What follows belongs to an exercise in optimizing a design on an open flow for small area; a production flow would make more cautious choices. RTL that was checked went through simulation tests only; none was proved equivalent to the original. No functional check of the RTL was part of runs 3 and 5. No driver is modelled on the clock port, so clocking that relies on it looks cheaper here than on a real chip. No activity file was given, so power comes from the tool's default toggle rates.

File: design/flow/design.v
module clock_divider (
    input  wire clk,
    input  wire rst_n,
    output wire tick
);
    reg [5:0] counter_reg;
    assign tick = counter_reg[5] & counter_reg[4] & ~counter_reg[3] & counter_reg[0];
    always @(posedge clk or negedge rst_n) begin
        if (!rst_n)
            counter_reg <= 6'd63;
        else if (tick)
            counter_reg <= 6'd0;
        else
            counter_reg <= counter_reg + 6'd1;
    end
endmodule
module debounce_sampler (
    input  wire clk,
    input  wire rst_n,
    output wire sample
);
    reg [2:0] johnson;
    assign sample = johnson[2] & ~johnson[1];
    always @(posedge clk or negedge rst_n) begin
        if (!rst_n)
            johnson <= 3'b000;
        else
            johnson <= {johnson[1:0], ~johnson[2]};
    end
endmodule
module button_debouncer (
    input  wire clk,
    input  wire rst_n,
    input  wire btn_in,
    input  wire sample,
    input  wire tick,
    output reg  btn_evt
);
    reg [1:0] sync_ff;           
    reg debounced_level;
    reg last_debounced_level;
    wire both_hi = sync_ff[1] & sync_ff[0];
    wire both_lo = ~(sync_ff[1] | sync_ff[0]);
    wire press   = sample & both_hi & ~last_debounced_level;
    always @(posedge clk)
        sync_ff <= {sync_ff[0], btn_in};
    always @(posedge clk or negedge rst_n) begin
        if (!rst_n) begin
            debounced_level      <= 1'b0;
            last_debounced_level <= 1'b0;
            btn_evt              <= 1'b0;
        end else begin
            if (sample) begin
                last_debounced_level <= debounced_level;
                if (both_hi)
                    debounced_level <= 1'b1;
                else if (both_lo)
                    debounced_level <= 1'b0;
            end
            btn_evt <= (btn_evt & ~tick) | press;
        end
    end
endmodule
module lfsr (
    input wire clk,
    input wire rst_n,
    input wire tick,
    output wire [7:0] data_out
);
    reg [7:0] lfsr_reg;
    wire feedback_bit;
    assign feedback_bit = lfsr_reg[7] ^ lfsr_reg[5] ^ lfsr_reg[4] ^ lfsr_reg[3];
    always @(posedge clk or negedge rst_n) begin
        if (!rst_n) begin
            lfsr_reg <= 8'hA1;
        end else if (tick) begin
            lfsr_reg <= {feedback_bit, lfsr_reg[7:1]};
        end
    end
    assign data_out = lfsr_reg;
endmodule
module pattern_memory (
    input  wire       clk,
    input  wire       write_en,
    input  wire [5:0] wr_addr,
    input  wire [1:0] data_in,
    input  wire [5:0] rd_addr,
    output reg  [1:0] rd_data
);
    reg [127:0] ring;
    reg [4:0]   pos;
    wire [3:0] head   = ring[3:0];
    wire       wr_hit = write_en & (pos == wr_addr[5:1]);
    wire [3:0] feed   = {(wr_hit &  wr_addr[0]) ? data_in : head[3:2],
                         (wr_hit & ~wr_addr[0]) ? data_in : head[1:0]};
    always @(posedge clk) begin
        ring <= {feed, ring[127:4]};
        pos  <= pos + 5'd1;
        if (pos == rd_addr[5:1])
            rd_data <= rd_addr[0] ? head[3:2] : head[1:0];
    end
endmodule
module game_fsm (
    input  wire       clk,
    input  wire       rst_n,
    input  wire       tick,
    input  wire [3:0] btn_evt,
    input  wire [1:0] lfsr_data,
    output wire       mem_write_en,
    output wire [5:0] mem_wr_addr,
    output wire [1:0] mem_data_in,
    output wire [5:0] mem_rd_addr,
    input  wire [1:0] mem_data_out,
    output wire [3:0] game_leds,
    output wire       led_success,
    output wire       led_fail,
    output wire [3:0] score_out
);
    localparam S_IDLE       = 4'd0;
    localparam S_IDLE_F     = 4'd1;
    localparam S_LVL_FIRST  = 4'd2;
    localparam S_LVL_NEXT   = 4'd3;
    localparam S_SHOW_DELAY = 4'd4;
    localparam S_LED_ON     = 4'd5;
    localparam S_LED_OFF    = 4'd6;
    localparam S_WAIT       = 4'd7;
    localparam S_CHECK_OK   = 4'd8;
    localparam S_CHECK_BAD  = 4'd9;
    localparam S_SUCCESS    = 4'd10;
    localparam S_FAIL       = 4'd11;
    localparam S_FAIL_WAIT  = 4'd12;
    reg [3:0] state;
    reg [6:0] timer;             
    reg [5:0] index;             
    reg [5:0] won;
    wire done = timer[6] & timer[5] & timer[4] & timer[1] & timer[0];
    wire last = (index == won) & ~(&won);
    wire any_btn = |btn_evt;
    reg [3:0] colour_leds;
    always @(*) begin
        case (mem_data_out)
            2'b00: colour_leds = 4'b0001;
            2'b01: colour_leds = 4'b0010;
            2'b10: colour_leds = 4'b0100;
            default: colour_leds = 4'b1000;
        endcase
    end
    wire bad = |(btn_evt & ~colour_leds);
    assign game_leds   = (state == S_LED_OFF) ? colour_leds :
                         {4{(state == S_FAIL_WAIT) & timer[3]}};
    assign led_success = (state == S_LVL_NEXT);
    assign led_fail    = (state == S_FAIL_WAIT) | (state == S_IDLE_F);
    assign score_out   = won[3:0];
    assign mem_write_en = (state == S_LVL_FIRST) | (state == S_LVL_NEXT);
    assign mem_wr_addr  = won;
    assign mem_data_in  = lfsr_data;
    assign mem_rd_addr  = index;
    always @(posedge clk) begin
        if (tick) begin
            case (state)
                S_SHOW_DELAY, S_LED_OFF, S_FAIL_WAIT: timer <= timer + 7'd1;
                S_FAIL:  timer <= 7'd15;
                default: timer <= 7'd65;
            endcase
            case (state)
                S_LVL_FIRST, S_LVL_NEXT: index <= 6'd0;
                S_LED_OFF:  if (done) index <= last ? 6'd0 : index + 6'd1;
                S_CHECK_OK: index <= index + 6'd1;
                default: ;
            endcase
        end
    end
    always @(posedge clk or negedge rst_n) begin
        if (!rst_n) begin
            state <= S_IDLE;
            won   <= 6'd0;
        end else if (tick) begin
            case (state)
                S_IDLE, S_IDLE_F:
                    state <= any_btn ? S_LVL_FIRST : S_IDLE;
                S_LVL_FIRST, S_LVL_NEXT:
                    state <= S_SHOW_DELAY;
                S_SHOW_DELAY:
                    if (done) state <= S_LED_ON;
                S_LED_ON:
                    state <= S_LED_OFF;
                S_LED_OFF:
                    if (done) state <= last ? S_WAIT : S_LED_ON;
                S_WAIT:
                    if (any_btn) state <= bad ? S_CHECK_BAD : S_CHECK_OK;
                S_CHECK_OK:
                    state <= last ? S_SUCCESS : S_WAIT;
                S_CHECK_BAD:
                    state <= S_FAIL;
                S_SUCCESS: begin
                    won   <= won + 6'd1;
                    state <= S_LVL_NEXT;
                end
                S_FAIL: begin
                    won   <= 6'd0;
                    state <= S_FAIL_WAIT;
                end
                S_FAIL_WAIT:
                    if (done) state <= S_IDLE_F;
                default:
                    state <= S_IDLE;
            endcase
        end
    end
endmodule
module seven_seg (
    input wire [3:0] num_in,
    output reg [6:0] seg_out
);
    always @(*) begin
        case (num_in)
            4'h0: seg_out = 7'b1000000;  
            4'h1: seg_out = 7'b1111001;  
            4'h2: seg_out = 7'b0100100;  
            4'h3: seg_out = 7'b0110000;  
            4'h4: seg_out = 7'b0011001;  
            4'h5: seg_out = 7'b0010010;  
            4'h6: seg_out = 7'b0000010;  
            4'h7: seg_out = 7'b1111000;  
            4'h8: seg_out = 7'b0000000;  
            4'h9: seg_out = 7'b0010000;  
            4'hA: seg_out = 7'b0001000;  
            4'hB: seg_out = 7'b0000011;  
            4'hC: seg_out = 7'b1000110;  
            4'hD: seg_out = 7'b0100001;  
            4'hE: seg_out = 7'b0000110;  
            4'hF: seg_out = 7'b0001110;  
            default: seg_out = 7'b1111111;
        endcase
    end
endmodule
module simon_top (
    input wire CLOCK_50,
    input wire [0:0] KEY,     
    input wire [3:0] SW,      
    output wire [9:0] LEDR,
    output wire [6:0] HEX0    
);
    wire rst_n = KEY[0];
    wire tick;
    wire sample;
    wire [3:0] btn_evt;
    wire [7:0] lfsr_out;
    wire mem_write_en;
    wire [5:0] mem_wr_addr;
    wire [5:0] mem_rd_addr;
    wire [1:0] mem_data_in;
    wire [1:0] mem_data_out;
    wire [3:0] game_leds_out;
    wire led_success_out;
    wire led_fail_out;
    wire [3:0] score_out_fsm;
    clock_divider fsm_ticker (
        .clk(CLOCK_50),
        .rst_n(rst_n),
        .tick(tick)
    );
    debounce_sampler sampler (
        .clk(CLOCK_50),
        .rst_n(rst_n),
        .sample(sample)
    );
    button_debouncer debouncer_0 (.clk(CLOCK_50), .rst_n(rst_n), .btn_in(SW[0]), .sample(sample), .tick(tick), .btn_evt(btn_evt[0]));
    button_debouncer debouncer_1 (.clk(CLOCK_50), .rst_n(rst_n), .btn_in(SW[1]), .sample(sample), .tick(tick), .btn_evt(btn_evt[1]));
    button_debouncer debouncer_2 (.clk(CLOCK_50), .rst_n(rst_n), .btn_in(SW[2]), .sample(sample), .tick(tick), .btn_evt(btn_evt[2]));
    button_debouncer debouncer_3 (.clk(CLOCK_50), .rst_n(rst_n), .btn_in(SW[3]), .sample(sample), .tick(tick), .btn_evt(btn_evt[3]));
    lfsr lfsr_inst (
        .clk(CLOCK_50),
        .rst_n(rst_n),
        .tick(tick),
        .data_out(lfsr_out)
    );
    pattern_memory mem_inst (
        .clk(CLOCK_50),
        .write_en(mem_write_en),
        .wr_addr(mem_wr_addr),
        .data_in(mem_data_in),
        .rd_addr(mem_rd_addr),
        .rd_data(mem_data_out)
    );
    game_fsm the_game (
        .clk(CLOCK_50),
        .rst_n(rst_n),
        .tick(tick),
        .btn_evt(btn_evt),
        .lfsr_data(lfsr_out[1:0]),
        .mem_write_en(mem_write_en),
        .mem_wr_addr(mem_wr_addr),
        .mem_data_in(mem_data_in),
        .mem_rd_addr(mem_rd_addr),
        .mem_data_out(mem_data_out),
        .game_leds(game_leds_out),
        .led_success(led_success_out),
        .led_fail(led_fail_out),
        .score_out(score_out_fsm)
    );
    seven_seg score_display (
        .num_in(score_out_fsm),
        .seg_out(HEX0)
    );
    assign LEDR[3:0] = game_leds_out;    
    assign LEDR[8]   = led_success_out;  
    assign LEDR[9]   = led_fail_out;     
    assign LEDR[7:4] = 4'b0000;
endmodule
File: design/flow/run.sh
#!/bin/bash
# synth_recipe.tcl (not shown) runs the flow's synth.tcl, then flattens the netlist and writes it again
# the make line also repeats each setting of config.mk as NAME=value (left out here)
make -C /OpenROAD-flow-scripts/flow DESIGN_CONFIG=/design/flow/config.mk WORK_HOME=/design/flow/orfs CLKGATE_MAP_FILE= SYNTH_SCRIPT=/design/flow/synth_recipe.tcl finish
File: design/flow/config.mk
export PLATFORM = sky130hd
export DESIGN_NAME = simon_top
export DESIGN_NICKNAME = simon_top
export VERILOG_FILES = /design/flow/design.v
export SDC_FILE = /design/flow/constraint.sdc
export NUM_CORES = 4
export LEC_CHECK = 0
export CAP_MARGIN = 20
export CORE_MARGIN = 2
export CORE_UTILIZATION = 40
export SLEW_MARGIN = 20
File: design/flow/constraint.sdc
create_clock -name core_clock -period 10.0 [get_ports {CLOCK_50}]
set_input_delay 2.0000 -clock core_clock [delete_from_list [all_inputs] [get_ports {CLOCK_50}]]
set_output_delay 2.0000 -clock core_clock [all_outputs]
set_load 0.01 [all_outputs]
==> metrics.csv, run 1 <==
metric;value;unit
outcome;no timing/DRC/antenna violations;
post-synthesis instance area;0.006141;sq mm
Via density;4.639;
Clock power frac;44.7;%
Hold Crit Class;reg2reg;
Area after DPL;0.006425;sq mm
startpoint types;flip-flop;
gpl congestion;0.8115;
Via Count;3275;
fraction of the yosys area taken by sequential cells;69.38;%
top_reg_cell synth;dfxtp_1;
initial drt markers;140;
CP Max Fanout;18;
total congestion overflow;0;
CTS tree;yes;
TNS Setup;0;ns
largest net degree at the start of global routing;40;
Psw;0.3066;mW
Port Buffer Count;18;
depth of the CTS H-tree;4;
Int Power;1.159;mW
DRT Pass-1 Iters;4;
commonest non-fill, non-tap cell in the layout;dfxtp_1;
max-cap viol count;0;
Least-Margin Pin Slew;0.8817;ns
slowest CP cell;dfrtp_1;
CTS Sinks;195;
Initial Utilization;40.70;%
Final Hold Violating Endpoints;0;
Reg power frac;54.5;%
Skew-Pair Late Insertion Delay;0.42;ns
post-CTS sizing;0;
RSZ-0062 raised after global routing;false;
Fmax;216.7;MHz
RR Startpoint;fsm_ticker.counter_reg[0];
DR DRC count;0;
Crit Path Class;reg2out;
Detail Route Antenna Nets;0;
Syn Area/Cell;12.56;sq um
placed cells;674;
full die area;0.01636;sq mm
HPWL Detailed;5776;um
post-synthesis cell type count;53;
Antenna Cells;0;
most frequent cells in the layout;141 x dfxtp_1, 47 x nand2_1, 38 x nor2_1;
gr usage total;12.16;%
Data arrival, critical path;2.61;ns
Pleak;2.865;nW
Final Max Tran Viols;0;
Gate power share;0.8;%
CP Buf/Inv Count;1;
number of synthesized flops with an enable pin;15;
Die X;127.9;um
Final Non-Filler Cells;706;
Final Net Count;525;
relative max-transition margin;41.22;%
min cycle time layout;4.614;ns
slowest stage delay, CP;0.64;ns
DR WL/cell;12.47;um
Synth Warn #;7;
first-pass GRT wire length;15430;um
Die Y;127.9;um
drt total wl;8801;um
peak supply drop;106.3;uV
HP Start;mem_inst.ring[51];
Pwr per Cell Area;209.0;mW/mm^2
Fin Clk Skew;0.008666;ns
fraction of registers with async set/reset;20.00;%
CP required;8.00;ns
Core Rows;45;
most used cell, CP;nand2_1;
Inserted Clock Buffers;17;
share of cells above drive strength 1;11.20;%
Reg2Reg Setup Slack;7.28;ns
CTS Buffer Depth;2;
final instance area;0.007012;sq mm
final period utilization;46.14;%
crit-path leading delay family;simple AND/OR/NAND/NOR gates;
Clock Tree Root;clkbuf_16;
Reg clk slew, reported paths;0.07;ns
final setup fails;0;
layout overhead on the synthesized area;14.18;%
core area;0.01509;sq mm
worst-path cell chain;nor2b_1, nand2_1, nor2_1, nand2_1, o21ai_0, clkdlybuf4s50_1;
Synth Instances;489;
CP endpoint kind;output pin;
#FFs+latches synth;195;
Hold Buf Count CTS;0;
initial antenna violation count;0;
postcts setup bufs;0;
I/O pins;23;
Power Total;1.465;mW
number of global-route vias before repair;3185;
number of flip-flops under the largest register name;128;
start point of the critical path;the_game.state[1];
switch share;20.92;%
## logic make-up after synthesis
| kind of cell | after synthesis | synth area share [%] |
|---|---|---|
| AO/OA/AOI/OAI | 49 | 5.440 |
| other | 1 | 0.06107 |
| AND/OR/NAND/NOR | 133 | 9.963 |
| buffers and inverters | 41 | 3.280 |
| XOR/XNOR | 38 | 5.664 |
| multiplexers | 18 | 3.362 |
| flip-flops | 195 | 69.38 |
| adder cells (fa/ha/maj) | 14 | 2.853 |
## power by group through the flow
stage	clock [mW]	sequential [mW]	combinational, mW
floorplan	0	0.814	0.00710
global placement	0	0.815	0.0116
detailed placement	0	0.815	0.0121
CTS	0.676	0.798	0.0123
global route	0.708	0.798	0.0139
finish	0.656	0.798	0.0117
## final cells by class
cell class                 instances  area [sq um]
clock inverter                    13         143.9
multi-input combinational        256          1690
timing repair buffer              18         175.2
tap                              188         235.2
inverter                          17         63.81
clock buffer                      19         442.9
fill                            1363          8078
sequential                       195          4260
## worst paths after layout
| path | endpoint | cells past startpoint |
|---|---|---|
| max | LEDR[0] | 6 |
| min | mem_inst.ring[47] | 0 |
| max reg2reg | the_game.won[4] | 6 |
| min reg2reg | mem_inst.ring[47] | 0 |
| max in group asynchronous | the_game.won[2] | 1 |
| min in group asynchronous | sampler.johnson[0] | 1 |
## through the flow
stage	worst slack, ns	hold slack, ns	utilization (%)
2_1_floorplan	6.552	0.3096	-
3_3_place_gp	5.924	0.3102	42.58
3_5_place_dp	5.826	0.3121	42.58
4_1_cts	5.359	0.3251	46.47
5_1_grt	5.185	0.3303	46.47
6_report	5.386	0.3221	46.47
## cell usage after synthesis (2+ instances only)
cell	number	share of area (%)
a21o_1	2	0.24
a21oi_1	7	0.57
a22o_1	4	0.57
a31oi_1	2	0.20
a32o_1	6	0.98
and2_1	2	0.20
and3_1	4	0.41
buf_4	6	0.73
buf_6	3	0.55
clkbuf_1	13	0.79
dfrtp_1	30	12
dfstp_2	9	3.9
dfxtp_1	141	46
edfxtp_1	15	7.3
ha_1	14	2.9
inv_1	16	0.98
mux2_1	2	0.37
mux2_2	9	1.7
mux2i_1	6	0.98
nand2_1	47	2.9
nand2b_1	2	0.20
nand3_1	17	1.4
nand4_1	5	0.51
nand4b_1	2	0.29
nor2_1	38	2.3
nor2b_1	2	0.20
nor3_1	2	0.16
nor4_1	3	0.31
o21ai_0	17	1.4
o311ai_0	2	0.29
o41ai_1	2	0.29
or2_1	2	0.20
or2_2	2	0.20
xnor2_1	18	2.6
xnor2_2	2	0.53
xor2_1	18	2.6
## routing by layer
layer,part of all wire (%),track usage [%],wire length [um]
met1,52,16.73,4564
met2,44,17.02,3874
met3,2.8,3.881,247
met4,1.3,6.593,114
met5,0,0,0
==> run 2, diff against run 1 <==
--- a/design/flow/config.mk
+++ b/design/flow/config.mk
@@ -7,2 +7,3 @@
 export LEC_CHECK = 0
+export ABC_AREA = 1
 export CAP_MARGIN = 20
==> run 2 against run 1 <==
Compared with the run above: fmax up 7.2%; synthesized cell count grew 16%; cell count is 13% higher; setup slack gained 0.31 ns; power rose by 1.6%; sequential power about the same; largest cell class unchanged; critical endpoint is now HEX0[3]; area after synthesis up 0.73%; clock-buffer cell count decreased by 1.
==> metrics.csv, run 2 <==
metric;value;unit;change
worst-path cell chain;inv_1, ha_1, o21ai_0, nand2_1, o21ai_0, clkdlybuf4s50_1;;
total congestion overflow;0;;unchanged
filler cell count;1378;;+1.1%
layout overhead on the synthesized area;15.03;%;
#FFs+latches synth;195;;unchanged
Via density;4.560;;-1.7%
Core Rows;45;;unchanged
initial antenna violation count;0;;unchanged
most frequent cells in the layout;141 x dfxtp_1, 123 x nand2_1, 50 x inv_1;;
Die Y;128.4;um;+0.35%
Final Max Tran Viols;0;;unchanged
CP endpoint kind;output pin;;
outcome;no timing/DRC/antenna violations;;
HPWL Detailed;6036;um;+4.5%
fraction of registers with async set/reset;20.00;%;unchanged
DR WL/cell;11.66;um;-6.4%
gr usage total;12.41;%;+0.25 points
final setup fails;0;;unchanged
number of synthesized flops with an enable pin;15;;unchanged
Final Hold Violating Endpoints;0;;unchanged
initial drt markers;246;;+76%
Least-Margin Pin Slew;0.9134;ns;+0.03168 ns
startpoint types;flip-flop;;
Storage cell area;0.004260;sq mm;unchanged
Detail Route Antenna Nets;0;;unchanged
core area;0.01515;sq mm;+0.37%
Die X;128.4;um;+0.35%
most used cell, CP;o21ai_0;;
fraction of the yosys area taken by sequential cells;68.87;%;-0.51 points
Synth Instances;568;;+16%
Fin Clk Skew;0.01180;ns;+0.003136 ns
Clock Tree Root;clkbuf_16;;
CP Max Fanout;8;;-10
RSZ-0062 raised after global routing;false;;
post-synthesis instance area;0.006186;sq mm;+0.73%
Pleak;3.106;nW;+8.4%
crit-path leading delay family;buffers and inverters;;
Port Buffer Count;18;;unchanged
top_reg_cell synth;dfxtp_1;;
Syn Area/Cell;10.89;sq um;-13%
max-cap viol count;0;;unchanged
top cells by count, synth;141 x dfxtp_1, 123 x nand2_1, 50 x inv_1;;
drt total wl;9272;um;+5.4%
Pwr per Cell Area;209.1;mW/mm^2;about the same
CTS tree;yes;;
area share of the largest cell type after synthesis;45.63;%;-0.33 points
Data arrival, critical path;2.30;ns;-0.31 ns
final instance area;0.007116;sq mm;+1.5%
share of cells above drive strength 1;11.20;%;about the same
largest net degree at the start of global routing;40;;unchanged
full die area;0.01648;sq mm;+0.70%
I/O pins;23;;unchanged
commonest non-fill, non-tap cell in the layout;dfxtp_1;;
DRT Pass-1 Iters;5;;+1
area occupied by multi-input gates;0.001622;sq mm;-4.1%
depth of the CTS H-tree;4;;unchanged
gpl congestion;0.8578;;+5.7%
CTS Sinks;195;;unchanged
Final Net Count;614;;+17%
Hold Buf Count CTS;0;;unchanged
placed cells;763;;+13%
Place WS;6.134;ns;+0.3082 ns
Final Non-Filler Cells;795;;+13%
most instantiated library cell after synthesis;dfxtp_1;;
number of flip-flops under the largest register name;128;;unchanged
Hold Crit Class;reg2reg;;
TNS Setup;0;ns;unchanged
number of global-route vias before repair;3344;;+5.0%
Reg clk slew, reported paths;0.07;ns;about the same
Crit Path Class;reg2out;;
first-pass GRT wire length;15750;um;+2.1%
Fmax;232.4;MHz;+7.2%
Skew-Pair Late Insertion Delay;0.42;ns;about the same
Synth Warn #;7;;unchanged
Antenna Cells;0;;unchanged
CTS Buffer Depth;2;;unchanged
Inserted Clock Buffers;17;;unchanged
Synth area leaders;dfxtp_1 46%, dfrtp_1 12%, nand2_1 7.5%;;
Area after DPL;0.006506;sq mm;+1.3%
Via Count;3625;;+11%
utilization after layout;46.98;%;+0.51 points
setup ws final;5.697;ns;+0.3110 ns
post-synthesis cell type count;39;;-26%
Yosys top cell by area;dfxtp_1;;
DR DRC count;0;;unchanged
peak supply drop;153.1;uV;+44%
post-CTS sizing;0;;unchanged
relative max-transition margin;39.11;%;-2.1 points
CP required;8.00;ns;about the same
min cycle time layout;4.303;ns;-0.3110 ns
CP Buf/Inv Count;2;;+1
Initial Utilization;40.84;%;+0.15 points
final period utilization;43.03;%;-3.1 points
postcts setup bufs;0;;unchanged
slowest stage delay, CP;0.56;ns;-0.08 ns
slowest CP cell;clkdlybuf4s50_1;;
run 2: cell count changes in the layout (fill, tap and decap cells not counted), moves of 6 or more:
cell	previous run	this run
mux2_2	9	0
inv_2	1	7
inv_1	16	50
xnor2_1	18	6
mux2i_1	6	0
a32o_1	6	0
o21ai_0	17	36
nand2_1	47	123
nand3_1	17	24
run 2: power by group:
group,switching (mW),total [mW],internal (mW)
clock,0.296,0.680,0.383
sequential,0.00355,0.797,0.794
combinational,0.00721,0.0113,0.00408
total,0.307,1.49,1.18
run 2: path summary, 6_finish.rpt:
check	start	end	slack [ns]	cells past startpoint
max	the_game.won[1]	HEX0[3]	5.70	6
min in group asynchronous	KEY[0]	debouncer_0.debounced_level	1.71	1
min	mem_inst.ring[59]	mem_inst.ring[55]	0.32	0
max in group asynchronous	KEY[0]	lfsr_inst.lfsr_reg[1]	7.71	1
min reg2reg	mem_inst.ring[59]	mem_inst.ring[55]	0.32	0
max reg2reg	the_game.state[1]	the_game.index[0]	8.04	5
run 2: metrics by stage:
| stage | hold WS [ns] | power (mW) |
|---|---|---|
| 5_1_grt | 0.3261 | 1.545 |
| 6_report | 0.3196 | 1.488 |
| 4_1_cts | 0.3259 | 1.510 |
| 2_1_floorplan | 0.3096 | 0.8203 |
| 3_3_place_gp | 0.3126 | 0.8256 |
| 3_5_place_dp | 0.3121 | 0.8262 |
run 2: logic make-up after synthesis:
| group | synth area share [%] |
|---|---|
| buffers and inverters | 5.097 |
| and+or+nand+nor | 14.66 |
| AOI/OAI and AO/OA | 5.785 |
| DFF | 68.87 |
| other | 0.06062 |
| adders and majority gates | 2.832 |
| xor gates and xnor gates | 2.690 |
run 2: routing by layer:
metal  global-route usage [%]  wire, um  up-vias
li1                         -         -     1849
met1                    16.38      4556     1684
met2                    18.09      4064       83
met3                    4.158       496        9
met4                    6.658       156        0
met5                        0         0        -
run 2: worst register-to-register path, delay by kind of cell, from the launching register on:
| kind | cells | cell delay (ns) |
|---|---|---|
| flops | 1 | 0.47 |
| buf+inv | 1 | 0.09 |
| compound gates | 1 | 0.49 |
| simple gates | 3 | 0.55 |
run 2: area by class of cell:
type                    instances  area share (%)
clock buffers                  18           6.172
inverters                      57           3.007
clock inverters                14           2.391
well taps                     188           3.306
flip-flops and latches        195           59.87
multi-input cells             305           22.79
repair buffers                 18           2.462
==> run 3, diff against run 2 <==
--- a/design/flow/design.v
+++ b/design/flow/design.v
@@ -84,5 +84,4 @@
     input  wire       write_en,
-    input  wire [5:0] wr_addr,
+    input  wire [5:0] addr,
     input  wire [1:0] data_in,
-    input  wire [5:0] rd_addr,
     output reg  [1:0] rd_data
@@ -92,5 +91,6 @@
     wire [3:0] head   = ring[3:0];
-    wire       wr_hit = write_en & (pos == wr_addr[5:1]);
-    wire [3:0] feed   = {(wr_hit &  wr_addr[0]) ? data_in : head[3:2],
-                         (wr_hit & ~wr_addr[0]) ? data_in : head[1:0]};
+    wire       hit    = (pos == addr[5:1]);
+    wire       wr_hit = write_en & hit;
+    wire [3:0] feed   = {(wr_hit &  addr[0]) ? data_in : head[3:2],
+                         (wr_hit & ~addr[0]) ? data_in : head[1:0]};
     always @(posedge clk) begin
@@ -98,4 +98,4 @@
         pos  <= pos + 5'd1;
-        if (pos == rd_addr[5:1])
-            rd_data <= rd_addr[0] ? head[3:2] : head[1:0];
+        if (hit)
+            rd_data <= addr[0] ? head[3:2] : head[1:0];
     end
@@ -109,5 +109,4 @@
     output wire       mem_write_en,
-    output wire [5:0] mem_wr_addr,
+    output wire [5:0] mem_addr,
     output wire [1:0] mem_data_in,
-    output wire [5:0] mem_rd_addr,
     input  wire [1:0] mem_data_out,
@@ -154,5 +153,4 @@
     assign mem_write_en = (state == S_LVL_FIRST) | (state == S_LVL_NEXT);
-    assign mem_wr_addr  = won;
+    assign mem_addr     = index;
     assign mem_data_in  = lfsr_data;
-    assign mem_rd_addr  = index;
     always @(posedge clk) begin
@@ -165,3 +163,4 @@
             case (state)
-                S_LVL_FIRST, S_LVL_NEXT: index <= 6'd0;
+                S_IDLE, S_IDLE_F, S_LVL_FIRST, S_LVL_NEXT:
+                    index <= 6'd0;
                 S_LED_OFF:  if (done) index <= last ? 6'd0 : index + 6'd1;
@@ -249,4 +248,3 @@
     wire mem_write_en;
-    wire [5:0] mem_wr_addr;
-    wire [5:0] mem_rd_addr;
+    wire [5:0] mem_addr;
     wire [1:0] mem_data_in;
@@ -280,5 +278,4 @@
         .write_en(mem_write_en),
-        .wr_addr(mem_wr_addr),
+        .addr(mem_addr),
         .data_in(mem_data_in),
-        .rd_addr(mem_rd_addr),
         .rd_data(mem_data_out)
@@ -292,5 +289,4 @@
         .mem_write_en(mem_write_en),
-        .mem_wr_addr(mem_wr_addr),
+        .mem_addr(mem_addr),
         .mem_data_in(mem_data_in),
-        .mem_rd_addr(mem_rd_addr),
         .mem_data_out(mem_data_out),
==> design/flow/flow/run.sh (new file) <==
#!/bin/bash
# The standard layout, with CTS told not to add dummy loads and to use
# small clock buffers, and buf_1 as the port buffers. Make's whole output goes
# to flow_make.log; ORFS keeps each step's log under orfs/logs/.
set -euo pipefail
CTS="-sink_clustering_enable -repair_clock_nets -dont_use_dummy_load -sink_clustering_size 30 -sink_clustering_max_diameter 100 -buf_list {sky130_fd_sc_hd__clkbuf_4 sky130_fd_sc_hd__clkbuf_8}"
bash standard.sh "CTS_ARGS=$CTS" "BUFFER_PORTS_ARGS=-buffer_cell sky130_fd_sc_hd__buf_1" finish > flow_make.log 2>&1
==> design/flow/standard.sh (new file) <==
#!/bin/bash
# synth_recipe.tcl (not shown) runs the flow's synth.tcl, then flattens the netlist and writes it again
# the make line also repeats each setting of config.mk as NAME=value (left out here)
make -C /OpenROAD-flow-scripts/flow DESIGN_CONFIG=/design/flow/config.mk WORK_HOME=/design/flow/orfs CLKGATE_MAP_FILE= SYNTH_SCRIPT=/design/flow/synth_recipe.tcl "${@:-finish}"
--- a/design/flow/config.mk
+++ b/design/flow/config.mk
@@ -7,3 +7,2 @@
 export LEC_CHECK = 0
-export ABC_AREA = 1
 export CAP_MARGIN = 20
removed: design/flow/run.sh
==> run 3 against run 2 <==
Compared with the run above: critical path type unchanged; critical endpoint is now LEDR[3]; die area decreased by 1.6%; largest power group unchanged; sequential power barely moved; area after synthesis shrank 1.6%; still clean.
==> metrics.csv, run 3 <==
metric;value;unit;change
top_reg_cell synth;dfxtp_1;;
peak supply drop;83.18;uV;-46%
worst-path cell chain;nand2b_2, nor3b_1, nand2_1, o21ai_0, buf_1;;
share of cells above drive strength 1;9.274;%;-1.9 points
Int Power;0.9486;mW;-20%
CTS tree;yes;;
fraction of registers with async set/reset;20.00;%;unchanged
Antenna Cells;0;;unchanged
Die Y;127.3;um;-0.79%
final period utilization;41.02;%;-2.0 points
#FFs+latches synth;195;;unchanged
Reg2Reg Setup Slack;7.54;ns;-0.50 ns
Data arrival, critical path;2.10;ns;-0.20 ns
startpoint types;flip-flop;;
Clock power frac;31.2;%;-15 points
CP Max Fanout;17;;+9
gr usage total;11.54;%;-0.87 points
Crit Path Class;reg2out;;
Area after DPL;0.006256;sq mm;-3.8%
slowest CP cell;dfrtp_1;;
placed cells;667;;-13%
uppermost routed layer;met4;;
full die area;0.01621;sq mm;-1.6%
fraction of the yosys area taken by sequential cells;70.02;%;+1.1 points
final setup fails;0;;unchanged
max-cap viol count;0;;unchanged
CP endpoint kind;output pin;;
Synth Instances;481;;-15%
Least-Margin Pin Slew;0.8948;ns;-0.01855 ns
Via Count;3208;;-12%
Core Rows;45;;unchanged
Syn Area/Cell;12.65;sq um;+16%
Reg power frac;67.9;%;+14 points
Initial Utilization;40.47;%;-0.37 points
core area;0.01503;sq mm;-0.74%
Reg clk slew, reported paths;0.09;ns;+0.02 ns
HPWL Detailed;5492;um;-9.0%
Psw;0.2268;mW;-26%
number of global-route vias before repair;3118;;-6.8%
hold_ws;0.3112;ns;-0.008413 ns
Final Non-Filler Cells;684;;-14%
Gate power share;0.9;%;about the same
largest net degree at the start of global routing;40;;unchanged
postcts setup bufs;0;;unchanged
Fmax;243.8;MHz;+4.9%
initial drt markers;184;;-25%
total congestion overflow;0;;unchanged
depth of the CTS H-tree;4;;unchanged
I/O pins;23;;unchanged
area share of the largest cell type after synthesis;46.39;%;+0.76 points
Skew-Pair Late Insertion Delay;0.45;ns;+0.03 ns
outcome;no timing/DRC/antenna violations;;
DR WL/cell;12.48;um;+7.0%
switch share;19.30;%;-1.3 points
post-CTS sizing;0;;unchanged
top cells by count, synth;141 x dfxtp_1, 50 x nand2_1, 32 x nor2_1;;
Synth area leaders;dfxtp_1 46%, dfrtp_1 12%, edfxtp_1 7.4%;;
post-synthesis instance area;0.006085;sq mm;-1.6%
initial antenna violation count;0;;unchanged
Met3 Wirelength;284;um;-43%
gpl congestion;0.7700;;-10%
Die X;127.3;um;-0.79%
DRT Pass-1 Iters;4;;-1
Port Buffer Count;18;;unchanged
TNS Setup;0;ns;unchanged
CTS Sinks;195;;unchanged
number of flip-flops under the largest register name;128;;unchanged
slowest stage delay, CP;0.56;ns;about the same
post-synthesis cell type count;59;;+51%
Yosys top cell by area;dfxtp_1;;
Place WS;6.348;ns;+0.2144 ns
Detail Route Antenna Nets;0;;unchanged
Final Net Count;518;;-16%
Pleak;2.551;nW;-18%
Hold Buf Count CTS;0;;unchanged
relative max-transition margin;40.35;%;+1.2 points
most instantiated library cell after synthesis;dfxtp_1;;
min cycle time layout;4.102;ns;-0.2005 ns
CP required;8.00;ns;about the same
Pwr per Cell Area;181.1;mW/mm^2;-13%
Final Hold Violating Endpoints;0;;unchanged
drt total wl;8533;um;-8.0%
first-pass GRT wire length;14770;um;-6.2%
Hold Crit Class;reg2reg;;
RSZ-0062 raised after global routing;false;;
most frequent cells in the layout;141 x dfxtp_1, 50 x nand2_1, 32 x nor2_1;;
setup ws final;5.898;ns;+0.2005 ns
number of synthesized flops with an enable pin;15;;unchanged
Clock Tree Root;clkbuf_8;;
Inserted Clock Buffers;17;;unchanged
final instance area;0.006490;sq mm;-8.8%
Final Max Tran Viols;0;;unchanged
wl on met1;4441;um;-2.5%
DR DRC count;0;;unchanged
Via density;4.690;;+2.9%
layout overhead on the synthesized area;6.662;%;
metal2 WL;3586;um;-12%
Synth Warn #;7;;unchanged
Fin Clk Skew;0.02693;ns;+0.01513 ns
CTS Buffer Depth;2;;unchanged
commonest non-fill, non-tap cell in the layout;dfxtp_1;;
run 3: changes by cell type after synthesis, moves of 6 or more:
cell and change:
xnor2_1 +15, clkbuf_1 +7, o21ai_0 -17, mux2_2 +9, nand3_1 -10, nor2b_1 +6, nand2_1 -73, inv_1 -38
inv_2 -6
run 3: logic make-up after synthesis:
kind of cell,share of synthesized area (%)
adders and majority gates,2.879
xor gates and xnor gates,4.606
muxes,2.529
DFF,70.02
other,0.06163
and+or+nand+nor,10.47
AOI/OAI and AO/OA,6.272
buffers and inverters,3.166
run 3: per-stage QoR:
| step | utilization [%] | power, mW |
|---|---|---|
| after detailed placement | 41.61 | 0.8264 |
| after global routing | 43.17 | 1.227 |
| after CTS | 43.17 | 1.193 |
| after floorplan | - | 0.8211 |
| after global placement | 41.61 | 0.8256 |
| final | 43.17 | 1.175 |
run 3: cell type report:
class,count,area (sq um)
fillers,1401,8543
flip-flops and latches,195,4260
multi-input cells,253,1643
well taps,188,235.2
clock buffers,17,234.0
repair buffers,18,68.82
inverters,13,48.80
run 3: final timing paths:
check	startpoint	end	cells past startpoint
min in group asynchronous	KEY[0]	sampler.johnson[1]	1
min reg2reg	mem_inst.ring[9]	mem_inst.ring[5]	0
max	the_game.state[3]	LEDR[3]	5
min	mem_inst.ring[9]	mem_inst.ring[5]	0
max reg2reg	fsm_ticker.counter_reg[0]	the_game.state[2]	6
max in group asynchronous	KEY[0]	the_game.won[5]	1
run 3: per-layer routing:
| layer | vias up | GRT usage [%] |
|---|---|---|
| li1 | 1611 | - |
| met1 | 1525 | 15.99 |
| met2 | 53 | 16.29 |
| met3 | 19 | 3.559 |
| met4 | 0 | 5.947 |
| met5 | - | 0 |
run 3: worst max-delay path, delay by kind of cell, from the launching register on:
family,cells,cell delay [ns]
AND/OR/NAND/NOR,3,0.78
flip-flops,1,0.56
buffers and inverters,1,0.17
AO/OA/AOI/OAI,1,0.16
run 3: power by group through the flow:
stage | combinational [mW] | sequential, mW | clock, mW
4_1_cts | 0.0110 | 0.798 | 0.384
3_3_place_gp | 0.0105 | 0.815 | 0
6_report | 0.0107 | 0.798 | 0.367
3_5_place_dp | 0.0109 | 0.815 | 0
2_1_floorplan | 0.00711 | 0.814 | 0
5_1_grt | 0.0127 | 0.799 | 0.415
==> run 4, diff against run 3 <==
--- a/design/flow/design.v
+++ b/design/flow/design.v
@@ -97,3 +97,3 @@
         ring <= {feed, ring[127:4]};
-        pos  <= pos + 5'd1;
+        pos  <= {pos[3:0], pos[4] ^ pos[2] ^ ~|pos[3:0]};
         if (hit)
==> design/flow/flow/run.sh (replaced) <==
#!/bin/bash
# The standard layout, with CTS told not to add dummy loads and to use
# small clock buffers, and buf_1 as the port buffers. Make's whole output goes
# to flow_make.log; ORFS keeps each step's log under orfs/logs/.
set -euo pipefail
CTS="-sink_clustering_enable -repair_clock_nets -dont_use_dummy_load -sink_clustering_size 12 -sink_clustering_max_diameter 50 -buf_list {sky130_fd_sc_hd__clkbuf_4 sky130_fd_sc_hd__clkbuf_8} -sink_clustering_buffer sky130_fd_sc_hd__clkbuf_4 -root_buf sky130_fd_sc_hd__clkbuf_8"
bash standard.sh "CTS_ARGS=$CTS" "BUFFER_PORTS_ARGS=-buffer_cell sky130_fd_sc_hd__buf_1" finish > flow_make.log 2>&1
==> run 4 against run 3 <==
Compared with the run above: sequential share of layout area up 0.089 points; non-clock buffer count stayed put; via count down 0.87%; register-to-register slack improved by 0.12 ns; critical endpoint is now LEDR[2]; setup slack worse by 0.056 ns; global-route usage is 0.11 points higher; die area fell by 0.56%; critical path depth increased by 1.
==> metrics.csv, run 4 <==
metric;value;unit;change
CTS Buffer Depth;2;;unchanged
initial drt markers;209;;+14%
gr usage total;11.65;%;+0.11 points
outcome;no timing/DRC/antenna violations;;
top_reg_cell synth;dfxtp_1;;
Synth Instances;477;;-0.83%
HPWL Detailed;5541;um;+0.88%
Via density;4.683;;-0.14%
DRT Pass-1 Iters;4;;unchanged
CTS tree;yes;;
Skew-Pair Late Insertion Delay;0.43;ns;-0.02 ns
gpl congestion;0.8257;;+7.2%
number of flip-flops under the largest register name;128;;unchanged
Pleak;2.533;nW;-0.71%
TNS Setup;0;ns;unchanged
Reg clk slew, reported paths;0.09;ns;about the same
Fin Clk Skew;0.02740;ns;+0.0004615 ns
Least-Margin Pin Slew;0.8750;ns;-0.01986 ns
relative max-transition margin;41.67;%;+1.3 points
RSZ-0062 raised after global routing;false;;
area share of the largest cell type after synthesis;46.66;%;+0.27 points
Fmax;240.5;MHz;-1.4%
Antenna Cells;0;;unchanged
share of cells above drive strength 1;9.495;%;+0.22 points
postcts setup bufs;0;;unchanged
Crit Path Class;reg2out;;
CP required;8.00;ns;about the same
Via Count;3180;;-0.87%
number of global-route vias before repair;3097;;-0.67%
top cells by count, synth;141 x dfxtp_1, 49 x nand2_1, 43 x nor2_1;;
area occupied by multi-input gates;0.001635;sq mm;-0.46%
peak supply drop;114.7;uV;+38%
Die Y;127.0;um;-0.28%
Detail Route Antenna Nets;0;;unchanged
Final Net Count;516;;-0.39%
Hold Buf Count CTS;0;;unchanged
commonest non-fill, non-tap cell in the layout;dfxtp_1;;
Core Rows;44;;-2.2%
CTS Sinks;195;;unchanged
number of synthesized flops with an enable pin;15;;unchanged
Storage cell area;0.004260;sq mm;unchanged
CP endpoint kind;output pin;;
Synth area leaders;dfxtp_1 47%, dfrtp_1 12%, edfxtp_1 7.4%;;
fraction of registers with async set/reset;20.00;%;unchanged
I/O pins;23;;unchanged
Initial Utilization;41.31;%;+0.84 points
DR WL/cell;12.64;um;+1.3%
layout overhead on the synthesized area;7.136;%;
Final Hold Violating Endpoints;0;;unchanged
post-synthesis instance area;0.006050;sq mm;-0.58%
post-CTS sizing;0;;unchanged
Data arrival, critical path;2.16;ns;+0.06 ns
most frequent cells in the layout;141 x dfxtp_1, 49 x nand2_1, 43 x nor2_1;;
most instantiated library cell after synthesis;dfxtp_1;;
final setup fails;0;;unchanged
Final Max Tran Viols;0;;unchanged
CP Max Fanout;15;;-2
Clock Tree Root;clkbuf_8;;
final period utilization;41.58;%;+0.56 points
#FFs+latches synth;195;;unchanged
initial antenna violation count;0;;unchanged
Port Buffer Count;18;;unchanged
post-synthesis cell type count;53;;-10%
utilization after layout;44.26;%;+1.1 points
full die area;0.01612;sq mm;-0.56%
max-cap viol count;0;;unchanged
first-pass GRT wire length;14860;um;+0.56%
Inserted Clock Buffers;17;;unchanged
hold_ws;0.3041;ns;-0.007043 ns
depth of the CTS H-tree;4;;unchanged
total congestion overflow;0;;unchanged
drt total wl;8580;um;+0.55%
fraction of the yosys area taken by sequential cells;70.42;%;+0.41 points
Pwr per Cell Area;181.1;mW/mm^2;about the same
core area;0.01464;sq mm;-2.6%
Syn Area/Cell;12.68;sq um;+0.26%
DR DRC count;0;;unchanged
Yosys top cell by area;dfxtp_1;;
Die X;127.0;um;-0.28%
largest net degree at the start of global routing;40;;unchanged
Hold Crit Class;reg2reg;;
filler cell count;1357;;-3.1%
min cycle time layout;4.158;ns;+0.05641 ns
startpoint types;flip-flop;;
Synth Warn #;7;;unchanged
==> run 4: changes by cell type in the layout (fill, tap and decap cells not counted), moves of 3 or more <==
cell     change
nor2_1      +11
xnor2_1      -6
and3_1       -3
mux2_2       +3
nor2b_1      -3
xor2_1       +3
==> run 4: logic make-up after synthesis <==
group | count (synthesis) | share of synthesized area, %
flops | 195 | 70.42
simple gates | 137 | 10.90
compound gates | 50 | 5.460
buf+inv | 34 | 2.730
xor+xnor | 30 | 4.468
mux | 17 | 3.268
fa+ha+maj | 13 | 2.689
other cells | 1 | 0.06199
==> run 4: where the power goes <==
| group | switching [mW] | internal (mW) | total [mW] |
|---|---|---|---|
| combinational | 0.00672 | 0.00390 | 0.0106 |
| clock | 0.214 | 0.151 | 0.365 |
| sequential | 0.00417 | 0.794 | 0.798 |
| total | 0.225 | 0.949 | 1.17 |
==> run 4: layout make-up <==
| type | instances | share of cell area (%) |
|---|---|---|
| Sequential cell | 195 | 65.73 |
| Multi-Input combinational cell | 251 | 25.23 |
| Clock buffer | 17 | 3.610 |
| Tap cell | 184 | 3.552 |
| Timing Repair Buffer | 18 | 1.062 |
| Inverter | 14 | 0.8108 |
==> run 4: worst max-delay path: stages (launching register included) <==
cell and delay [ns]:
dfrtp_1 0.61, nor2b_1 0.39, nand2_1 0.15, nor2_1 0.19, nand2_1 0.07, o21ai_0 0.14, buf_1 0.17
==> run 4: layer usage <==
| layer | vias to the layer above | part of all wire (%) | track usage, % |
|---|---|---|---|
| met5 | - | 0 | 0 |
| met4 | 0 | 1.6 | 4.525 |
| met3 | 13 | 4.7 | 4.062 |
| met2 | 70 | 42 | 16.89 |
| met1 | 1484 | 52 | 16.11 |
| li1 | 1613 | - | - |
==> run 4: per-stage QoR <==
stage | worst slack (ns) | instances | power, mW | area [sq um]
2_1_floorplan | 6.573 | 480 | 0.8211 | 6061
3_3_place_gp | 6.398 | 662 | 0.8256 | 6247
3_5_place_dp | 6.334 | 662 | 0.8266 | 6247
4_1_cts | 5.831 | 679 | 1.191 | 6481
5_1_grt | 5.621 | 679 | 1.228 | 6481
6_report | 5.842 | 679 | 1.173 | 6481
==> run 4: final timing paths <==
| kind | from | end | slack [ns] | depth (start not counted) |
|---|---|---|---|---|
| setup / recovery | the_game.state[2] | LEDR[2] | 5.84 | 6 |
| setup reg to reg | fsm_ticker.counter_reg[0] | the_game.won[5] | 7.66 | 6 |
| max in group asynchronous | KEY[0] | lfsr_inst.lfsr_reg[6] | 7.74 | 1 |
| hold reg to reg | mem_inst.ring[82] | mem_inst.ring[78] | 0.30 | 0 |
| min in group asynchronous | KEY[0] | the_game.state[1] | 1.68 | 1 |
| hold / removal | mem_inst.ring[82] | mem_inst.ring[78] | 0.30 | 0 |
==> run 5, diff against run 4 <==
--- a/design/flow/design.v
+++ b/design/flow/design.v
@@ -97,3 +97,3 @@
         ring <= {feed, ring[127:4]};
-        pos  <= {pos[3:0], pos[4] ^ pos[2] ^ ~|pos[3:0]};
+        pos  <= pos + 5'd1;
         if (hit)
==> design/flow/flow/run.sh (replaced) <==
#!/bin/bash
# The standard layout, with CTS told not to add dummy loads and to use
# small clock buffers. Make's whole output goes to flow_make.log; ORFS keeps
# each step's log under orfs/logs/.
set -euo pipefail
CTS="-sink_clustering_enable -repair_clock_nets -dont_use_dummy_load -sink_clustering_size 20 -sink_clustering_max_diameter 100 -buf_list {sky130_fd_sc_hd__clkbuf_4 sky130_fd_sc_hd__clkbuf_8}"
bash standard.sh "CTS_ARGS=$CTS" finish > flow_make.log 2>&1
==> run 5 against run 4 <==
Compared with the run above: global-route usage decreased by 0.13 points; wire length decreased by 0.19%; clock-buffer cell count unchanged; clock skew about the same; non-clock buffer count unchanged; power increased by 0.17%; design area increased by 1.8%; sequential share of layout area decreased by 1.1 points; worst hold slack improved by 0.0062 ns; register-to-register slack got worse by 0.15 ns.
==> metrics.csv, run 5 <==
metric;value;unit;change
top_reg_cell synth;dfxtp_1;;
Fmax;222.3;MHz;-7.6%
Crit Path Class;reg2out;;
I/O pins;23;;unchanged
Antenna Cells;0;;unchanged
Least-Margin Pin Slew;0.8510;ns;-0.02398 ns
slowest CP cell;dfrtp_1;;
share of cells above drive strength 1;9.274;%;-0.22 points
Hold Crit Class;reg2reg;;
peak supply drop;115.3;uV;+0.49%
number of synthesized flops with an enable pin;15;;unchanged
number of flip-flops under the largest register name;128;;unchanged
area share of the largest cell type after synthesis;46.39;%;-0.27 points
hold_ws;0.3103;ns;+0.006213 ns
Skew-Pair Late Insertion Delay;0.44;ns;about the same
final period utilization;44.99;%;+3.4 points
most instantiated library cell after synthesis;dfxtp_1;;
number of global-route vias before repair;3143;;+1.5%
gpl congestion;0.7839;;-5.1%
total congestion overflow;0;;unchanged
Syn Area/Cell;12.65;sq um;-0.26%
Core Rows;45;;+2.3%
Port Buffer Count;18;;unchanged
Synth Instances;481;;+0.84%
initial drt markers;159;;-24%
Pleak;2.592;nW;+2.3%
Via density;4.749;;+1.4%
Area after DPL;0.006362;sq mm;+1.8%
relative max-transition margin;43.27;%;+1.6 points
post-synthesis cell type count;59;;+11%
Final Net Count;518;;+0.39%
TNS Setup;0;ns;unchanged
post-CTS sizing;0;;unchanged
final instance area;0.006596;sq mm;+1.8%
Final Max Tran Viols;0;;unchanged
min cycle time layout;4.499;ns;+0.3403 ns
CP Max Fanout;17;;+2
slowest stage delay, CP;0.56;ns;-0.05 ns
HPWL Detailed;5538;um;about the same
#FFs+latches synth;195;;unchanged
startpoint types;flip-flop;;
DR WL/cell;12.52;um;-0.92%
CP required;8.00;ns;about the same
max-cap viol count;0;;unchanged
DR DRC count;0;;unchanged
worst-path cell chain;nand2b_2, nor3b_1, nand2_1, o21ai_0, clkdlybuf4s50_1;;
top cells by count, synth;141 x dfxtp_1, 50 x nand2_1, 32 x nor2_1;;
CP endpoint kind;output pin;;
DRT Pass-1 Iters;4;;unchanged
Synth area leaders;dfxtp_1 46%, dfrtp_1 12%, edfxtp_1 7.4%;;
Inserted Clock Buffers;17;;unchanged
fraction of registers with async set/reset;20.00;%;unchanged
Initial Utilization;40.47;%;-0.84 points
commonest non-fill, non-tap cell in the layout;dfxtp_1;;
Yosys top cell by area;dfxtp_1;;
first-pass GRT wire length;14750;um;-0.74%
Die X;127.3;um;+0.28%
Die Y;127.3;um;+0.28%
Pwr per Cell Area;178.2;mW/mm^2;-1.6%
fraction of the yosys area taken by sequential cells;70.02;%;-0.41 points
largest net degree at the start of global routing;40;;unchanged
Final Hold Violating Endpoints;0;;unchanged
Fin Clk Skew;0.02783;ns;+0.0004333 ns
Hold Buf Count CTS;0;;unchanged
depth of the CTS H-tree;4;;unchanged
Via Count;3248;;+2.1%
CTS Sinks;195;;unchanged
full die area;0.01621;sq mm;+0.56%
initial antenna violation count;0;;unchanged
Detail Route Antenna Nets;0;;unchanged
most frequent cells in the layout;141 x dfxtp_1, 50 x nand2_1, 32 x nor2_1;;
Data arrival, critical path;2.50;ns;+0.34 ns
drt total wl;8564;um;-0.19%
filler cell count;1358;;+0.074%
postcts setup bufs;0;;unchanged
gr usage total;11.52;%;-0.13 points
Clock Tree Root;clkbuf_8;;
CTS Buffer Depth;2;;unchanged
layout overhead on the synthesized area;8.410;%;
CTS tree;yes;;
RSZ-0062 raised after global routing;false;;
core area;0.01503;sq mm;+2.7%
post-synthesis instance area;0.006085;sq mm;+0.58%
Reg clk slew, reported paths;0.09;ns;about the same
Synth Warn #;7;;unchanged
final setup fails;0;;unchanged
outcome;no timing/DRC/antenna violations;;
## run 5: path summary, 6_finish.rpt
check                                           from                                to  slack [ns]  depth (start not counted)
min in group asynchronous                     KEY[0]  debouncer_0.last_debounced_level        1.67                          1
min reg2reg                       mem_inst.ring[119]                mem_inst.ring[115]        0.31                          0
max                                the_game.state[3]                           LEDR[0]        5.50                          5
min                               mem_inst.ring[119]                mem_inst.ring[115]        0.31                          0
max in group asynchronous                     KEY[0]       debouncer_0.debounced_level        7.78                          1
max reg2reg                fsm_ticker.counter_reg[0]                 the_game.state[2]        7.51                          6
## run 5: area by class of cell
cell class / count / area (sq um) / area share [%]
timing repair buffer: 18 / 175.2 / 2.656
tap: 188 / 235.2 / 3.566
multi-input combinational: 253 / 1643 / 24.91
sequential: 195 / 4260 / 64.59
clock buffer: 17 / 234.0 / 3.547
inverter: 13 / 48.80 / 0.7398
## run 5: report_power, final
part / switching [mW] / total [mW] / internal, mW
registers: 0.00395 / 0.798 / 0.794
clock network: 0.215 / 0.366 / 0.151
logic: 0.00664 / 0.0116 / 0.00501
## run 5: worst max-delay path: cells and delay by family, from the launching register on
family / cells / cell delay (ns)
AO/OA/AOI/OAI: 1 / 0.16
AND/OR/NAND/NOR: 3 / 0.79
flip-flops: 1 / 0.56
buffers and inverters: 1 / 0.56
## run 5: stage by stage
| stage | util (%) | std cells | power [mW] | setup WS, ns |
|---|---|---|---|---|
| after floorplan | - | 484 | 0.8211 | 6.567 |
| after global placement | 42.32 | 667 | 0.8266 | 6.026 |
| after detailed placement | 42.32 | 667 | 0.8273 | 5.962 |
| after CTS | 43.88 | 684 | 1.193 | 5.466 |
| after global routing | 43.88 | 684 | 1.225 | 5.253 |
| final | 43.88 | 684 | 1.175 | 5.501 |
## run 5: metal layers
layer / global-route usage, % / part of all wire, %
met1: 15.37 / 51
met2: 16.92 / 43
met3: 3.601 / 4.0
met4: 5.947 / 2.1
met5: 0 / 0
## run 5: kinds of logic (layout without fill, tap and decap cells)
| group | after synthesis | after routing | share of synthesized area (%) |
|---|---|---|---|
| mux | 14 | 14 | 2.529 |
| xor+xnor | 32 | 32 | 4.606 |
| fa+ha+maj | 14 | 14 | 2.879 |
| buf+inv | 36 | 48 | 3.166 |
| other cells | 1 | 4 | 0.06163 |
| simple gates | 134 | 134 | 10.47 |
| flops | 195 | 195 | 70.02 |
| compound gates | 55 | 55 | 6.272 |
==> run 6, diff against run 5 <==
--- a/design/flow/design.v
+++ b/design/flow/design.v
@@ -97,3 +97,3 @@
         ring <= {feed, ring[127:4]};
-        pos  <= pos + 5'd1;
+        pos  <= {pos[3:0], pos[4] ^ pos[2] ^ ~|pos[3:0]};
         if (hit)
==> design/flow/flow/run.sh (replaced) <==
#!/bin/bash
# Own layout flow: the standard flow (standard.sh) with three changes.
#  1. After the standard synthesis, the combinational logic is mapped again
#     by ABC for area (remap.tcl); the flip-flops are kept as they are, by
#     instance name and cell type.
#  2. CTS adds no dummy loads and uses clkbuf_8 buffers; after CTS each leaf
#     clock buffer is shrunk to the smallest clkbuf whose flip-flop clock-pin
#     slew stays low (post_cts.tcl).
#  3. Ports are buffered with buf_1.
# Every tool's full output goes to a log of its own in this folder; ORFS also
# keeps each step's log under orfs/logs/.
set -euo pipefail
W=$(pwd)
RES=$W/orfs/results/sky130hd/simon_top/base

bash standard.sh "$RES/1_2_yosys.v" > make_synth.log 2>&1
cp "$RES/1_2_yosys.v" "$W/standard_1_2_yosys.v"

DONT_USE=$(sed -n '/DONT_USE_CELLS/,/^$/p' "$FLOW_HOME/platforms/sky130hd/config.mk" \
           | grep -oE 'sky130_fd_sc_hd__[a-z0-9_]+' | tr '\n' ' ')
LIB="$FLOW_HOME/platforms/sky130hd/lib/sky130_fd_sc_hd__tt_025C_1v80.lib"
REMAP_IN="$W/standard_1_2_yosys.v" REMAP_OUT="$W/remapped.v" REMAP_LIB="$LIB" \
REMAP_DONT_USE="$DONT_USE" yosys -c "$W/flow/remap.tcl" > remap.log 2>&1
cp "$W/remapped.v" "$RES/1_2_yosys.v"

CTS="-sink_clustering_enable -repair_clock_nets -dont_use_dummy_load -buf_list {sky130_fd_sc_hd__clkbuf_8}"
bash standard.sh "CTS_ARGS=$CTS" "BUFFER_PORTS_ARGS=-buffer_cell sky130_fd_sc_hd__buf_1" \
    "POST_CTS_TCL=$W/flow/post_cts.tcl" finish > make_finish.log 2>&1
==> design/flow/flow/post_cts.tcl (new file) <==
# Shrink each leaf clock buffer (one that drives only flip-flop clock pins)
# to the smallest clkbuf that keeps the clock-pin slew at or below 105 ps,
# with placement-estimated parasitics. Smaller cells keep their origin, so
# the placement stays legal.
set limit 0.105
estimate_parasitics -placement
foreach inst [get_cells clkbuf_*] {
  set orig [get_property $inst ref_name]
  set out [get_pins -of_objects $inst -filter "direction == output"]
  set loads [get_pins -of_objects [get_nets -of_objects $out] -filter "direction == input"]
  set leaf 1
  foreach l $loads {
    if {![string match */CLK [get_full_name $l]]} { set leaf 0 }
  }
  if {!$leaf} { continue }
  set chosen ""
  foreach cand {sky130_fd_sc_hd__clkbuf_1 sky130_fd_sc_hd__clkbuf_2 sky130_fd_sc_hd__clkbuf_4} {
    replace_cell $inst $cand
    estimate_parasitics -placement
    set worst 0
    foreach l $loads {
      foreach p {slew_max_rise slew_max_fall} {
        set s [get_property $l $p]
        if {$s > $worst} { set worst $s }
      }
    }
    if {$worst <= $limit} { set chosen $cand; break }
  }
  if {$chosen eq ""} {
    replace_cell $inst $orig
    set chosen $orig
  }
  puts "post_cts: [get_full_name $inst] $orig -> $chosen"
}
estimate_parasitics -placement
==> design/flow/flow/remap.tcl (new file) <==
# Map the standard synthesis's combinational logic again, for area. The
# flip-flop cells are kept as instances (keep_hierarchy), so every register
# keeps its instance name and cell type.
yosys -import
set lib $::env(REMAP_LIB)
set du {}
foreach c $::env(REMAP_DONT_USE) { lappend du -dont_use $c }
read_liberty -ignore_miss_func $lib
read_verilog $::env(REMAP_IN)
hierarchy -top simon_top
setattr -mod -set keep_hierarchy 1 sky130_fd_sc_hd__df* sky130_fd_sc_hd__edf*
flatten
opt -purge
abc -liberty $lib {*}$du -script "+strash;dch,-f;amap"
splitnets
opt_clean -purge
hilomap -singleton -hicell sky130_fd_sc_hd__conb_1 HI -locell sky130_fd_sc_hd__conb_1 LO
opt_clean -purge
select simon_top
stat -liberty $lib
write_verilog -noattr -nohex -nodec -selected $::env(REMAP_OUT)
==> run 6 against run 5 <==
Compared with the run above: critical path depth up 2; fmax is 8.8% higher; area after synthesis is 8.1% lower; still clean on timing, DRC and antenna; setup slack improved by 0.36 ns; critical path type unchanged; flip-flop and latch count unchanged.
==> metrics.csv, run 6 <==
metric;value;unit;change
Final Hold Violating Endpoints;0;;unchanged
Hold Crit Class;reg2reg;;
Least-Margin Pin Slew;0.8603;ns;+0.009334 ns
largest net degree at the start of global routing;40;;unchanged
CTS tree;yes;;
post-synthesis instance area;0.005594;sq mm;-8.1%
wl on met1;4065;um;-6.3%
gpl congestion;0.7829;;-0.13%
Pleak;2.279;nW;-12%
utilization after layout;44.40;%;+0.53 points
core area;0.01377;sq mm;-8.4%
startpoint types;flip-flop;;
CP endpoint kind;output pin;;
final period utilization;41.36;%;-3.6 points
outcome;no timing/DRC/antenna violations;;
min cycle time layout;4.136;ns;-0.3628 ns
Via density;4.917;;+3.5%
share of cells above drive strength 1;5.567;%;-3.7 points
Skew-Pair Late Insertion Delay;0.44;ns;about the same
max-cap viol count;0;;unchanged
DR DRC count;0;;unchanged
peak supply drop;103.2;uV;-10%
Final Net Count;511;;-1.4%
metal2 WL;3950;um;+6.6%
Core Rows;43;;-4.4%
Psw;0.2205;mW;-2.4%
number of global-route vias before repair;3233;;+2.9%
uppermost routed layer;met4;;
Synth Warn #;7;;unchanged
gr usage total;12.99;%;+1.5 points
Final Max Tran Viols;0;;unchanged
drt total wl;8698;um;+1.6%
initial antenna violation count;0;;unchanged
hold_ws;0.3158;ns;+0.005455 ns
TNS Setup;0;ns;unchanged
Worst Hold Depth;0;;unchanged
Detail Route Antenna Nets;0;;unchanged
initial drt markers;321;;+100%
Die X;122.3;um;-4.0%
final setup fails;0;;unchanged
relative max-transition margin;42.65;%;-0.62 points
Power Total;1.151;mW;-2.1%
commonest non-fill, non-tap cell in the layout;dfxtp_1;;
I/O pins;23;;unchanged
DRT Pass-1 Iters;4;;unchanged
Fin Clk Skew;0.03516;ns;+0.007328 ns
Initial Utilization;40.62;%;+0.14 points
Met3 Wirelength;507;um;+49%
layout overhead on the synthesized area;9.327;%;
Syn Area/Cell;12.06;sq um;-4.7%
Data arrival, critical path;2.14;ns;-0.36 ns
first-pass GRT wire length;14900;um;+1.0%
final instance area;0.006116;sq mm;-7.3%
Synth Instances;464;;-3.5%
Crit Path Class;reg2out;;
Gate power share;0.9;%;about the same
Via Count;3358;;+3.4%
full die area;0.01495;sq mm;-7.8%
number of flip-flops under the largest register name;128;;unchanged
Reg power frac;69.3;%;+1.4 points
CTS Sinks;195;;unchanged
setup ws final;5.864;ns;+0.3628 ns
Reg2Reg Setup Slack;7.05;ns;-0.46 ns
Port Buffer Count;18;;unchanged
CP Max Fanout;7;;-10
placed cells;666;;-0.15%
Antenna Cells;0;;unchanged
Pwr per Cell Area;188.2;mW/mm^2;+5.6%
Clock power frac;29.9;%;-1.2 points
Fmax;241.8;MHz;+8.8%
HPWL Detailed;5746;um;+3.8%
Die Y;122.3;um;-4.0%
RSZ-0062 raised after global routing;false;;
Int Power;0.9306;mW;-2.0%
switch share;19.15;%;-0.058 points
Area after DPL;0.005907;sq mm;-7.2%
Reg2Reg Depth;10;;+4
CP required;8.00;ns;about the same
Reg clk slew, reported paths;0.08;ns;about the same
most frequent cells in the layout;141 x dfxtp_1, 57 x nor2_1, 53 x clkinv_1;;
Final Non-Filler Cells;683;;-0.15%
Place WS;6.324;ns;+0.3625 ns
total congestion overflow;0;;unchanged
DR WL/cell;12.73;um;+1.7%
## run 6: area by class of cell
cell class,instances,area (sq um)
clock buffer,17,209.0
fill,1304,7657
sequential,195,4260
inverter,53,198.9
tap,180,225.2
timing repair buffer,19,76.32
multi-input combinational,219,1146
## run 6: critical path: stages (launching register included)
cell and delay (ns):
dfrtp_1 0.46, clkinv_1 0.16, nor2_1 0.16, clkinv_1 0.17, nor3_1 0.34, nand2_1 0.11, o21ai_0 0.15, buf_1 0.17
## run 6: path summary, 6_finish.rpt
| kind | from | to |
|---|---|---|
| hold reg to reg | mem_inst.ring[43] | mem_inst.ring[39] |
| min in group asynchronous | KEY[0] | debouncer_1.last_debounced_level |
| setup reg to reg | fsm_ticker.counter_reg[4] | the_game.won[5] |
| setup / recovery | the_game.state[2] | LEDR[3] |
| max in group asynchronous | KEY[0] | debouncer_2.last_debounced_level |
| hold / removal | mem_inst.ring[43] | mem_inst.ring[39] |
## run 6: layer usage
| metal | up-vias | global-route usage, % |
|---|---|---|
| met5 | - | 0 |
| met4 | 0 | 6.681 |
| met3 | 17 | 4.507 |
| met2 | 96 | 19.41 |
| met1 | 1574 | 16.72 |
| li1 | 1671 | - |
## run 6: power groups by stage
stage          clock [mW]  sequential (mW)  combinational [mW]
2_1_floorplan           0            0.814             0.00535
3_5_place_dp            0            0.815              0.0103
6_report            0.344            0.797             0.00988
5_1_grt             0.391            0.798              0.0118
3_3_place_gp            0            0.815             0.00989
==> run 7, diff against run 6 <==
--- a/design/flow/flow/post_cts.tcl
+++ b/design/flow/flow/post_cts.tcl
@@ -1,6 +1,2 @@
-# Shrink each leaf clock buffer (one that drives only flip-flop clock pins)
-# to the smallest clkbuf that keeps the clock-pin slew at or below 105 ps,
-# with placement-estimated parasitics. Smaller cells keep their origin, so
-# the placement stays legal.
-set limit 0.105
+set limit 0.112
 estimate_parasitics -placement
==> run 7 against run 6 <==
Compared with the run above: worst hold slack got worse by 0.0012 ns; flip-flop and latch count did not move; die area unchanged; first-iteration DRC count down 3.1%; via count grew 0.48%; register-to-register slack lost 0.06 ns; sequential power is essentially flat; clock-buffer cell count unchanged; clock power fell by 1%; cell count did not move.
==> metrics.csv, run 7 <==
metric;value;unit;change
outcome;no timing/DRC/antenna violations;;
layout overhead on the synthesized area;9.215;%;
core area;0.01377;sq mm;unchanged
initial drt markers;311;;-3.1%
CTS Sinks;195;;unchanged
Fin Clk Skew;0.03305;ns;-0.002110 ns
DR DRC count;0;;unchanged
Final Net Count;511;;unchanged
DR WL/cell;12.79;um;+0.43%
min cycle time layout;4.143;ns;+0.007450 ns
Initial Utilization;40.62;%;unchanged
TNS Setup;0;ns;unchanged
slowest stage delay, CP;0.46;ns;about the same
peak supply drop;103.2;uV;about the same
CP Buf/Inv Count;3;;unchanged
number of global-route vias before repair;3233;;unchanged
number of flip-flops under the largest register name;128;;unchanged
Reg2Reg Setup Slack;6.99;ns;-0.06 ns
crit-path leading delay family;simple AND/OR/NAND/NOR gates;;
CP required;8.00;ns;about the same
CTS tree;yes;;
final period utilization;41.43;%;+0.074 points
gpl congestion;0.7829;;unchanged
total congestion overflow;0;;unchanged
RR Startpoint;fsm_ticker.counter_reg[4];;
share of cells above drive strength 1;5.567;%;unchanged
post-synthesis instance area;0.005594;sq mm;unchanged
relative max-transition margin;42.55;%;-0.092 points
r2r endpoint;the_game.won[5];;
gr usage total;12.99;%;unchanged
first-pass GRT wire length;14900;um;unchanged
Worst Hold End;mem_inst.ring[59];;
Final Max Tran Viols;0;;unchanged
Pwr per Cell Area;187.8;mW/mm^2;-0.22%
Place WS;6.324;ns;unchanged
worst-path cell chain;clkinv_1, nor2_1, clkinv_1, nor3_1, nand2_1, o21ai_0, buf_1;;
Synth Instances;464;;unchanged
most frequent cells in the layout;141 x dfxtp_1, 57 x nor2_1, 53 x clkinv_1;;
Fmax;241.3;MHz;-0.18%
Antenna Cells;0;;unchanged
Final Non-Filler Cells;683;;unchanged
HPWL Detailed;5746;um;unchanged
full die area;0.01495;sq mm;unchanged
Via density;4.940;;+0.48%
Die Y;122.3;um;unchanged
Worst Hold Depth;0;;unchanged
final setup fails;0;;unchanged
Via Count;3374;;+0.48%
HP Start;mem_inst.ring[63];;
Data arrival, critical path;2.14;ns;about the same
Final Hold Violating Endpoints;0;;unchanged
CP Max Fanout;7;;unchanged
Die X;122.3;um;unchanged
I/O pins;23;;unchanged
initial antenna violation count;0;;unchanged
Syn Area/Cell;12.06;sq um;unchanged
Hold Crit Class;reg2reg;;
Port Buffer Count;18;;unchanged
Detail Route Antenna Nets;0;;unchanged
Skew-Pair Late Insertion Delay;0.44;ns;about the same
Reg clk slew, reported paths;0.10;ns;+0.02 ns
CP endpoint kind;output pin;;
setup ws final;5.857;ns;-0.007450 ns
largest net degree at the start of global routing;40;;unchanged
slowest CP cell;dfrtp_1;;
Least-Margin Pin Slew;0.8617;ns;+0.001377 ns
placed cells;666;;unchanged
RSZ-0062 raised after global routing;false;;
Reg2Reg Depth;10;;unchanged
commonest non-fill, non-tap cell in the layout;dfxtp_1;;
startpoint types;flip-flop;;
Pleak;2.276;nW;-0.11%
drt total wl;8735;um;+0.43%
max-cap viol count;0;;unchanged
most used cell, CP;clkinv_1;;
Core Rows;43;;unchanged
Crit Path Class;reg2out;;
Synth Warn #;7;;unchanged
DRT Pass-1 Iters;5;;+1
## run 7: layout make-up
type | count | area, sq um
tap | 180 | 225.2
fill | 1306 | 7664
sequential | 195 | 4260
clock buffer | 17 | 202.7
inverter | 53 | 198.9
timing repair buffer | 19 | 76.32
multi-input combinational | 219 | 1146
## run 7: metal layers
metal | track usage, % | share of wire (%) | vias to the layer above
li1 | - | - | 1671
met1 | 16.72 | 48 | 1579
met2 | 19.41 | 45 | 107
met3 | 4.507 | 5.4 | 17
met4 | 6.681 | 2.0 | 0
met5 | 0 | 0 | -
## run 7: how the worst max path moves through the flow
stage | from | end | slack (ns) | depth (start not counted)
after floorplan | the_game.state[2] | LEDR[2] | 6.53 | 6
after global placement | the_game.state[2] | LEDR[2] | 6.34 | 7
after detailed placement | the_game.state[2] | LEDR[3] | 6.32 | 7
after global routing | the_game.state[2] | LEDR[3] | 5.58 | 7
final | the_game.state[2] | LEDR[3] | 5.86 | 7
## run 7: per-stage QoR
stage | utilization (%) | hold WS [ns] | instance area (sq um) | power [mW]
2_1_floorplan | - | 0.3096 | 5605 | 0.8193
3_3_place_gp | 42.89 | 0.3109 | 5907 | 0.8245
3_5_place_dp | 42.89 | 0.3121 | 5907 | 0.8253
5_1_grt | 44.36 | 0.3195 | 6110 | 1.196
6_report | 44.36 | 0.3145 | 6110 | 1.147
## run 7: where the power goes
part,internal (mW),leakage [nW],switching (mW)
Combinational,0.00284,0.430,0.00705
Sequential,0.794,1.74,0.00375
Clock,0.130,0.109,0.210

==> what the ideal ports hide <==
No port has a modelled driver above. Below, the same layouts with a new extraction and two added sets of constraints. Step 1 sets driving cells, clkbuf_16 on the clock port and buf_2 on the other inputs (assumed; they add their load-dependent delay and slew). Step 2 times the ports against the registers' clock, not the clock port: input delays grow and output delays shrink by t, the midpoint of the rising clock arrivals with the driver on. Slacks: ideal / step 1 / step 2; pairs: ideal / step 1.
run	t, ns	setup slack, ns
run 1	0.459	5.386 / 5.347 / 5.806
run 2	0.461	5.697 / 5.655 / 6.116
run 3	0.464	5.898 / 5.867 / 6.331
run 4	0.454	5.842 / 5.807 / 6.261
run 5	0.462	5.501 / 5.470 / 5.932
run 6	0.459	5.864 / 5.830 / 6.289
run 7	0.458	5.857 / 5.823 / 6.281
After both steps setup and hold are still met in every run listed.
